This is an optimization exercise on Yosys and OpenROAD, whose aim is small area, a short achievable clock period and few clock cycles, not a production implementation. For this run, only the layout was checked, not whether the RTL still works. Power figures rest on the tool's default switching activity, not on a simulated workload.

$ cat design/flow/run.sh
#!/bin/bash
# synth_recipe.tcl (not shown) runs the flow's synth.tcl, then flattens the netlist and writes it again
# the make line also repeats each setting of config.mk as NAME=value (left out here)
make -C /OpenROAD-flow-scripts/flow DESIGN_CONFIG=/design/flow/config.mk WORK_HOME=/design/flow/orfs CLKGATE_MAP_FILE= SYNTH_SCRIPT=/design/flow/synth_recipe.tcl finish
$ cat design/flow/config.mk
export PLATFORM = sky130hd
export DESIGN_NAME = FFT16_RTL
export DESIGN_NICKNAME = FFT16_RTL
export VERILOG_FILES = /design/flow/design.v
export SDC_FILE = /design/flow/constraint.sdc
export NUM_CORES = 8
export LEC_CHECK = 0
export CAP_MARGIN = 20
export CORE_MARGIN = 2
export CORE_UTILIZATION = 40
export SLEW_MARGIN = 30
$ cat design/flow/constraint.sdc
create_clock -name core_clock -period 10.0 [get_ports {clk}]
set_input_delay 2.0000 -clock core_clock [delete_from_list [all_inputs] [get_ports {clk}]]
set_output_delay 2.0000 -clock core_clock [all_outputs]
set_load 0.01 [all_outputs]
$ cat design/flow/design.v
module fft_csa26 (input [25:0] a, input [25:0] b, input [25:0] c,
                  output [25:0] s, output [25:0] y);
    wire [25:0] m = (a & b) | (a & c) | (b & c);
    assign s = a ^ b ^ c;
    assign y = {m[24:0], 1'b0};
endmodule
module fft_odd_tree (input [15:0] xu, input nu, input [15:0] xv, input nv,
                     output [25:0] s, output [25:0] c);
    wire [15:0] yu = xu ^ {16{nu}};
    wire [15:0] yv = xv ^ {16{nv}};
    wire [15:0] fp = {~yu[15], yu[14:0]};
    wire [15:0] fn = { yu[15], ~yu[14:0]};
    wire [15:0] gp = {~yv[15], yv[14:0]};
    wire [15:0] gn = { yv[15], ~yv[14:0]};
    wire [25:0] t0 = {fp, 10'b0};           
    wire [25:0] t1 = {4'b0, fn, 6'b0};      
    wire [25:0] t2 = {6'b0, fn, 4'b0};      
    wire [25:0] t3 = {9'b0, fp, 1'b0};      
    wire [25:0] t4 = {1'b0, gp, 9'b0};      
    wire [25:0] t5 = {3'b0, gn, 7'b0};      
    wire [25:0] t6 = {7'b0, gp, 3'b0};      
    wire [25:0] k  = nu ? (nv ? 26'h093060a : 26'h0930482)
                        : (nv ? 26'h0930258 : 26'h09300d0);
    wire [25:0] s1, y1, s2, y2, s3, y3, s4, y4, s5, y5;
    fft_csa26 c1 (t0, t1, t2, s1, y1);
    fft_csa26 c2 (t3, t4, t5, s2, y2);
    fft_csa26 c3 (s1, y1, s2, s3, y3);
    fft_csa26 c4 (y2, t6, k,  s4, y4);
    fft_csa26 c5 (s3, y3, s4, s5, y5);
    fft_csa26 c6 (s5, y5, y4, s, c);
endmodule
module fft_t724_tree (input [15:0] x1, input n1, input [15:0] x2, input n2,
                      output [25:0] s, output [25:0] c);
    wire [15:0] y1 = x1 ^ {16{n1}};
    wire [15:0] y2 = x2 ^ {16{n2}};
    wire [15:0] f1 = {~y1[15], y1[14:0]};
    wire [15:0] f2 = {~y2[15], y2[14:0]};
    wire [25:0] a0 = {1'b0, f1, 9'b0};
    wire [25:0] a1 = {3'b0, f1, 7'b0};
    wire [25:0] a2 = {4'b0, f1, 6'b0};
    wire [25:0] a3 = {6'b0, f1, 4'b0};
    wire [25:0] a4 = {8'b0, f1, 2'b0};
    wire [25:0] b0 = {1'b0, f2, 9'b0};
    wire [25:0] b1 = {3'b0, f2, 7'b0};
    wire [25:0] b2 = {4'b0, f2, 6'b0};
    wire [25:0] b3 = {6'b0, f2, 4'b0};
    wire [25:0] b4 = {8'b0, f2, 2'b0};
    wire [25:0] k  = (n1 & n2) ? 26'h12c05a8 : (n1 | n2) ? 26'h12c02d4 : 26'h12c0000;
    wire [25:0] s1, y1_, s2, y2_, s3, y3_, s4, y4_, s5, y5_, s6, y6_, s7, y7_, s8, y8_;
    fft_csa26 c1 (a0, a1, a2, s1, y1_);
    fft_csa26 c2 (a3, a4, b0, s2, y2_);
    fft_csa26 c3 (b1, b2, b3, s3, y3_);
    fft_csa26 c4 (s1, y1_, s2, s4, y4_);
    fft_csa26 c5 (y2_, s3, y3_, s5, y5_);
    fft_csa26 c6 (s4, y4_, s5, s6, y6_);
    fft_csa26 c7 (y5_, b4, k, s7, y7_);
    fft_csa26 c8 (s6, y6_, s7, s8, y8_);
    fft_csa26 c9 (s8, y8_, y7_, s, c);
endmodule
module FFT16_RTL (
    input             clk,
    input             reset,
    input             load_en,
    input      [31:0] serial_data_in,
    output reg [31:0] serial_data_out,
    output reg        data_out_valid,
    output reg        fft_done,
    output reg        fft_core_en
);
    reg [31:0] xr;
    reg        xv;
    reg [3:0]  xi;
    reg [3:0]  idx;
    always @(posedge clk) begin
        xr <= serial_data_in;
        xi <= idx;
        if (reset) begin
            xv  <= 1'b0;
            idx <= 4'd0;
        end else begin
            xv <= load_en;
            if (load_en) idx <= idx + 4'd1;
        end
    end
    reg [31:0] Alo0, Alo1, Alo2, Alo3;    
    reg [31:0] Ahi0, Ahi1, Ahi2, Ahi3;    
    reg [31:0] B0, B1, B2, B3;            
    reg [31:0] Bd0, Bd1, Bd2, Bd3;        
    reg [31:0] Bt;                        
    wire g8  = xi[3];
    wire g12 = xi[3] & xi[2];
    wire nj1 = (xi == 4'd12);             
    wire nj2 = (xi == 4'd14);             
    wire [15:0] xre = xr[31:16], xim = xr[15:0];
    wire [15:0] lre = Alo0[31:16], lim = Alo0[15:0];
    wire [15:0] hre = Ahi0[31:16], him = Ahi0[15:0];
    wire [15:0] s3r = xre + (g8 ? lre : 16'd0) + (g12 ? hre : 16'd0);
    wire [15:0] s3i = xim + (g8 ? lim : 16'd0) + (g12 ? him : 16'd0);
    wire [31:0] sum3 = {s3r, s3i};
    wire [15:0] d1r = nj1 ? (lim - xim) : (lre - xre);
    wire [15:0] d1i = nj1 ? (xre - lre) : (lim - xim);
    wire [31:0] d1 = {d1r, d1i};
    wire [15:0] dar = nj2 ? (him - lim - xim) : (hre - lre - xre);
    wire [15:0] dai = nj2 ? (lre + xre - hre) : (him - lim - xim);
    wire [31:0] d2a = {dar, dai};
    reg       run;
    reg [4:0] pc;
    always @(posedge clk) begin
        if (reset) begin
            run <= 1'b0;
            pc  <= 5'd0;
        end else if (xv && xi == 4'd15) begin
            run <= 1'b1;
            pc  <= 5'd1;
        end else if (run) begin
            pc <= pc + 5'd1;
            if (pc == 5'd20) run <= 1'b0;
        end
    end
    reg        e2v;
    reg [1:0]  e2j;
    reg [31:0] Bsel;
    always @(*) begin
        case (e2j)
            2'd0: Bsel = B0;
            2'd1: Bsel = B1;
            2'd2: Bsel = B2;
            default: Bsel = B3;
        endcase
    end
    wire [15:0] bre = Bsel[31:16], bim = Bsel[15:0];
    wire [15:0] tre = Bt[31:16],   tim = Bt[15:0];
    wire [31:0] e2sum = {bre + tre, bim + tim};
    wire        e2nj  = (e2j == 2'd2);
    wire [15:0] e2dr  = e2nj ? (bim - tim) : (bre - tre);
    wire [15:0] e2di  = e2nj ? (tre - bre) : (bim - tim);
    wire [31:0] e2dif = {e2dr, e2di};
    reg [31:0] Min;
    reg [2:0]  Mmode;
    reg [3:0]  Mtag;
    reg        Mv;
    always @(posedge clk) begin
        if (reset) Mv <= 1'b0;
        else Mv <= (xv & xi[3]) | (run & (pc == 5'd1 | pc == 5'd2 | pc == 5'd4)) |
                   (e2v & e2j == 2'd3);
        if (xv & xi[3]) begin
            Min   <= d1;
            Mtag  <= {1'b0, xi[2:0]};
            Mmode <= (xi[1:0] == 2'd0) ? 3'd0 : xi[2:0];
        end else if (pc == 5'd1) begin
            Min   <= Alo3;
            Mtag  <= 4'd8;
            Mmode <= 3'd6;
        end else if (pc == 5'd2) begin
            Min   <= Alo1;
            Mtag  <= 4'd9;
            Mmode <= 3'd2;
        end else if (e2v & e2j == 2'd3) begin
            Min   <= {e2dr, e2di};
            Mtag  <= 4'd10;
            Mmode <= 3'd6;
        end else begin
            Min   <= Bd1;
            Mtag  <= 4'd11;
            Mmode <= 3'd2;
        end
    end
    wire [15:0] mr = Min[31:16], mi = Min[15:0];
    wire m1 = (Mmode == 3'd1), m3 = (Mmode == 3'd3), m5 = (Mmode == 3'd5), m7 = (Mmode == 3'd7);
    wire m6 = (Mmode == 3'd6);
    wire modd = Mmode[0];
    wire m724 = (Mmode == 3'd2) | m6;
    wire m17 = m1 | m7;
    wire [25:0] osr, ocr, osi, oci;
    fft_odd_tree otr (.xu(m17 ? mr : mi), .nu(m7), .xv(m17 ? mi : mr), .nv(m5),
                      .s(osr), .c(ocr));
    fft_odd_tree oti (.xu(m17 ? mi : mr), .nu(~m1), .xv(m17 ? mr : mi), .nv(~m3),
                      .s(osi), .c(oci));
    wire [25:0] wsr, wcr, wsi, wci;
    fft_t724_tree wtr (.x1(mr), .n1(m6),   .x2(mi), .n2(1'b0), .s(wsr), .c(wcr));
    fft_t724_tree wti (.x1(mr), .n1(1'b1), .x2(mi), .n2(m6),   .s(wsi), .c(wci));
    wire [25:0] csr = modd ? osr : m724 ? wsr : {mr, 10'b0};
    wire [25:0] ccr = modd ? ocr : m724 ? wcr : 26'd0;
    wire [25:0] csi = modd ? osi : m724 ? wsi : {mi, 10'b0};
    wire [25:0] cci = modd ? oci : m724 ? wci : 26'd0;
    wire [10:0] lor = {1'b0, csr[9:0]} + {1'b0, ccr[9:0]};
    wire [10:0] loi = {1'b0, csi[9:0]} + {1'b0, cci[9:0]};
    reg [15:0] Sr, Cr, Si, Ci;
    reg        cr10, ci10;
    reg [3:0]  Ttag;
    reg        Tv;
    always @(posedge clk) begin
        Sr <= csr[25:10]; Cr <= ccr[25:10]; cr10 <= lor[10];
        Si <= csi[25:10]; Ci <= cci[25:10]; ci10 <= loi[10];
        Ttag <= Mtag;
        Tv <= reset ? 1'b0 : Mv;
    end
    wire [15:0] rr = Sr + Cr + {15'd0, cr10};
    wire [15:0] ri = Si + Ci + {15'd0, ci10};
    wire [31:0] mres = {rr, ri};
    wire we_b   = Tv & (Ttag[3:2] == 2'b00);
    wire we_bt  = Tv & (Ttag[3:2] == 2'b01);
    wire we_a3  = Tv & (Ttag == 4'd8);
    wire we_a1  = Tv & (Ttag == 4'd9);
    wire we_b3  = Tv & (Ttag == 4'd10);
    wire we_b1  = Tv & (Ttag == 4'd11);
    always @(posedge clk) begin
        if (reset) e2v <= 1'b0;
        else e2v <= we_bt;
        e2j <= Ttag[1:0];
    end
    always @(posedge clk) begin
        if (xv) begin
            Ahi0 <= Ahi1; Ahi1 <= Ahi2; Ahi2 <= Ahi3; Ahi3 <= sum3;
            Alo0 <= Alo1; Alo1 <= Alo2; Alo2 <= Alo3; Alo3 <= g12 ? d2a : Ahi0;
        end else begin
            if (we_a1) Alo1 <= mres;
            if (we_a3) Alo3 <= mres;
        end
        if (we_bt) Bt <= mres;
        if ((we_b & Ttag[1:0] == 2'd0) | (e2v & e2j == 2'd0)) B0 <= we_b ? mres : e2sum;
        if ((we_b & Ttag[1:0] == 2'd1) | (e2v & e2j == 2'd1)) B1 <= we_b ? mres : e2sum;
        if ((we_b & Ttag[1:0] == 2'd2) | (e2v & e2j == 2'd2)) B2 <= we_b ? mres : e2sum;
        if ((we_b & Ttag[1:0] == 2'd3) | (e2v & e2j == 2'd3)) B3 <= we_b ? mres : e2sum;
        if (e2v & e2j == 2'd0) Bd0 <= e2dif;
        if (we_b1 | (e2v & e2j == 2'd1)) Bd1 <= we_b1 ? mres : e2dif;
        if (e2v & e2j == 2'd2) Bd2 <= e2dif;
        if (we_b3) Bd3 <= mres;
    end
    wire [3:0]  ok = pc[3:0] - 4'd4;      
    wire        o1v = run & (pc >= 5'd4) & (pc <= 5'd19);
    reg [31:0] P, Q, R, S;
    always @(*) begin
        case (ok[1:0])
            2'd0: begin P = Ahi0; Q = Ahi1; R = Ahi2; S = Ahi3; end
            2'd1: begin P = B0;   Q = B1;   R = B2;   S = B3;   end
            2'd2: begin P = Alo0; Q = Alo1; R = Alo2; S = Alo3; end
            default: begin P = Bd0; Q = Bd1; R = Bd2; S = Bd3; end
        endcase
    end
    wire [1:0] md = ok[3:2];              
    wire xsel = md[0];
    wire ngr   = md[0];
    wire ngq_r = md[1];
    wire ngs_r = md[0] ^ md[1];
    wire ngq_i = md[0] ^ md[1];
    wire ngs_i = md[1];
    wire k2    = md[0] | md[1];
    wire [15:0] ar_ = P[31:16];
    wire [15:0] br_ = R[31:16] ^ {16{ngr}};
    wire [15:0] cr_ = (xsel ? Q[15:0] : Q[31:16]) ^ {16{ngq_r}};
    wire [15:0] dr_ = (xsel ? S[15:0] : S[31:16]) ^ {16{ngs_r}};
    wire [15:0] ai_ = P[15:0];
    wire [15:0] bi_ = R[15:0] ^ {16{ngr}};
    wire [15:0] ci_ = (xsel ? Q[31:16] : Q[15:0]) ^ {16{ngq_i}};
    wire [15:0] di_ = (xsel ? S[31:16] : S[15:0]) ^ {16{ngs_i}};
    wire [15:0] s1r = ar_ ^ br_ ^ cr_;
    wire [15:0] m1r = (ar_ & br_) | (ar_ & cr_) | (br_ & cr_);
    wire [15:0] c1r = {m1r[14:0], k2};
    wire [15:0] s1i = ai_ ^ bi_ ^ ci_;
    wire [15:0] m1i = (ai_ & bi_) | (ai_ & ci_) | (bi_ & ci_);
    wire [15:0] c1i = {m1i[14:0], k2};
    wire [15:0] m2r = (s1r & c1r) | (s1r & dr_) | (c1r & dr_);
    wire [15:0] m2i = (s1i & c1i) | (s1i & di_) | (c1i & di_);
    reg [15:0] OSr, OCr, OSi, OCi;
    reg        ov1, olast;
    always @(posedge clk) begin
        OSr <= s1r ^ c1r ^ dr_;
        OCr <= {m2r[14:0], k2};
        OSi <= s1i ^ c1i ^ di_;
        OCi <= {m2i[14:0], k2};
        olast <= (ok == 4'd15);
        ov1 <= reset ? 1'b0 : o1v;
    end
    always @(posedge clk) begin
        if (ov1) serial_data_out <= {OSr + OCr, OSi + OCi};
        if (reset) begin
            data_out_valid <= 1'b0;
            fft_done       <= 1'b0;
            fft_core_en    <= 1'b0;
        end else begin
            data_out_valid <= ov1;
            fft_done       <= ov1 & olast;
            if (load_en && idx == 4'd15) fft_core_en <= 1'b1;
            else if (ov1 & olast)        fft_core_en <= 1'b0;
        end
    end
endmodule
==> results.txt <==
status no timing/DRC/antenna violations; CTS buffer count 93; Ys Warns 1; syn_area_per_cell 10.3 um2; min Tclk post-route 6490 ps; VDD IR max 0.000135 V; Final Instance Area 0.0682 mm2; M1 WL 85,900 um; Slew HR 25.9%; CTS resizes 0; grt ovf 0; final setup TNS 0 ps; combinational power share 13.0%; buffers added on ports 69; syn_nets 6,952; drt drc 0; Hold Path Cell Cnt 0; clock-pin slew of the registers on the worst-case setup and hold paths 70 ps; Initial Util 40.1%; Clock Power Share 43.4%; leading area contributor after synthesis edfxtp_1; Vias 46,684; initial drt markers 5,675; Worst Path Buf+Inv 5; global-route total usage across every layer 27.7%; share of the yosys chip area belonging to registers 35.5%; die width 397 um; total of max-cap violations 0; Least-Margin Pin Slew 1100 ps; crit path DAT 7100 ps; met2 routed WL 102,000 um; CP required 10,610 ps; dpl hpwl 168,000 um; sw frac 26.8%; share of layout cells above drive strength 1 6.74%; Fmax 154 MHz; num rows 144; Max Used Layer met5; Non-Filler Instances 8,074; CP Launch Type flip-flop; Max Root-Sink Buffers 3; PD cells 126 mW/mm2; placed cell count 7,894; I/O pins 70; R2R depth 17; dpl cell area 0.0649 mm2; Clock Tree Root clkbuf_16; first-pass GRT wire length 317,000 um; CTS sink count 805; Net Switching 2.31 mW; number of synthesized flops with an enable pin 576; Crit Path Max Fanout 34; unrepaired setup endpoints after global routing no; Internal 6.30 mW; Yosys top cell area share 28.1%; LEAKAGE 28.4 nW; most used cell, CP inv_1; postcts setup bufs 0; Post-Syn Area 0.0616 mm2; most common cell in the netlist inv_1; clk_skew 56.3 ps; max-slew violation count 0; count of different cell masters after synthesis 88; Crit path max-delay family adder cells; die height 397 um; CP peak stage delay 910 ps; TritonCTS clock tree yes; Core Box Area 0.154 mm2; Final #Nets 6,942; Post-synth top cells inv_1, edfxtp_1, fa_1; initial antenna violation count 9; main flop type after synthesis edfxtp_1; post-route clock period utilization 64.9%; drt pass-1 iters 10; ANT nets after route 0; Post-CTS Hold Fix Bufs 0; GPL Wtd Cong 1.03; Slowest cell on crit path dfxtp_2; die area 0.157 mm2; met3 WL post-DR 20,700 um; Levels on crit path 17; Area contributors post-synth edfxtp_1, fa_1, ha_1; Setup violations, final 0; Via-to-Cell Ratio 5.78; kind of critical path reg -> reg; final wirelength 220,000 um; clock latency at the later pin of the worst-skew pair 730 ps; largest net degree at the start of global routing 120; Final Hold Fails 0; Area Growth Syn to Fin 10.7%; Critical Path Sink Type flip-flop; vias in the first global route 46,334; Seq pwr share 43.7%; crit-path cells nor3b_2, inv_1, nand2_2, buf_4, a21o_1, o21ai_0, inv_1, ha_1, inv_1, fa_1, fa_1, inv_1, fa_1, a22o_1, ha_1, a21oi_1, nand2_1; synthesized instance count 5,955; ys async rst share 0%; number of synthesized register bits 805; WL/cell 27.3 um; H-tree depth 3; Hold Crit Class reg -> reg
## placed cells by master, fill, tap and decap left out, drive strengths merged, types with 80 or more instances in the layout
| master | Yosys | final |
|---|---|---|
| buf | 59 | 115 |
| ha | 479 | 479 |
| edfxtp | 576 | 576 |
| xnor2 | 376 | 376 |
| clkbuf | 230 | 130 |
| nor2 | 370 | 370 |
| nor3 | 80 | 80 |
| dfxtp | 229 | 229 |
| o21ai | 329 | 329 |
| nand2 | 429 | 429 |
| fa | 483 | 483 |
| a222oi | 114 | 114 |
| inv | 738 | 746 |
| a21oi | 413 | 413 |
## cells by family (layout without fill, tap and decap cells)
kind of cell / count (synthesis) / in the layout / synth area share [%]
flops: 805 / 805 / 35.5
xor+xnor: 453 / 453 / 6.46
compound gates: 1369 / 1369 / 14.6
simple gates: 1200 / 1200 / 8.78
mux: 128 / 128 / 2.78
other cells: 0 / 4 / 0
buf+inv: 1030 / 1101 / 6.31
fa+ha+maj: 970 / 970 / 25.5
## per-stage QoR
step           hold WS, ps  power (mW)  worst slack [ps]  utilization, %
6_report               327        8.61              3510            44.4
5_1_grt                331        8.86              3160            44.4
4_1_cts                327        8.64              3520            44.4
3_5_place_dp           312        4.92              3560            42.3
3_3_place_gp           311        4.91              3570            42.2
2_1_floorplan          310        4.47              2780               -
## worst paths after layout
path,end,slack [ps],from
hold / removal,Ttag[3],330,Mtag[3]
setup reg to reg,ci10,3510,Mmode[1]
hold reg to reg,Ttag[3],330,Mtag[3]
setup / recovery,ci10,3510,Mmode[1]
## routing by layer
metal	vias up	GRT usage, %
met3	441	5.01
li1	20619	-
met2	2464	45.1
met5	-	0
met4	2	12.3
met1	23158	35.9
## final cells by class
| cell class | instances | area, um2 |
|---|---|---|
| diodes | 4 | 10.0 |
| clock inverters | 46 | 649 |
| multi-input cells | 4120 | 36000 |
| inverters | 741 | 2790 |
| flip-flops and latches | 805 | 21900 |
| fillers | 14513 | 85300 |
| clock buffers | 130 | 2680 |
| repair buffers | 184 | 1600 |
| well taps | 2044 | 2560 |
## power groups by stage
| stage | registers, mW | clock network [mW] | logic [mW] |
|---|---|---|---|
| floorplan | 3.80 | 0 | 0.675 |
| global placement | 3.83 | 0 | 1.08 |
| detailed placement | 3.83 | 0 | 1.09 |
| CTS | 3.76 | 3.78 | 1.10 |
| global route | 3.76 | 3.90 | 1.20 |
| finish | 3.76 | 3.73 | 1.12 |

-- port drivers added, routing unchanged --
No port has a modelled driver above. Below, the same layout with a new extraction and two added sets of constraints.
Step 1 sets driving cells, clkbuf_16 on the clock port and buf_2 on the other inputs (assumed; they add their load-dependent delay and slew).
Step 2 moves the port delays by t, midway between the first and last clock arrival at a register: inputs arrive t later, outputs are due t later. That takes back most of the time a late clock gives input paths.
a / b / c = no drivers / after step 1 / after step 2; a / b = the first two.
t, ns: 0.789
setup WS [ns]: 3.505 / 3.505 / 3.505
cell pins on the clock port's net: 1
After both steps this run still meets setup and hold. For this run, drivers alone change the setup slack by 0.000 ns; drivers and shift together by 0.000 ns.
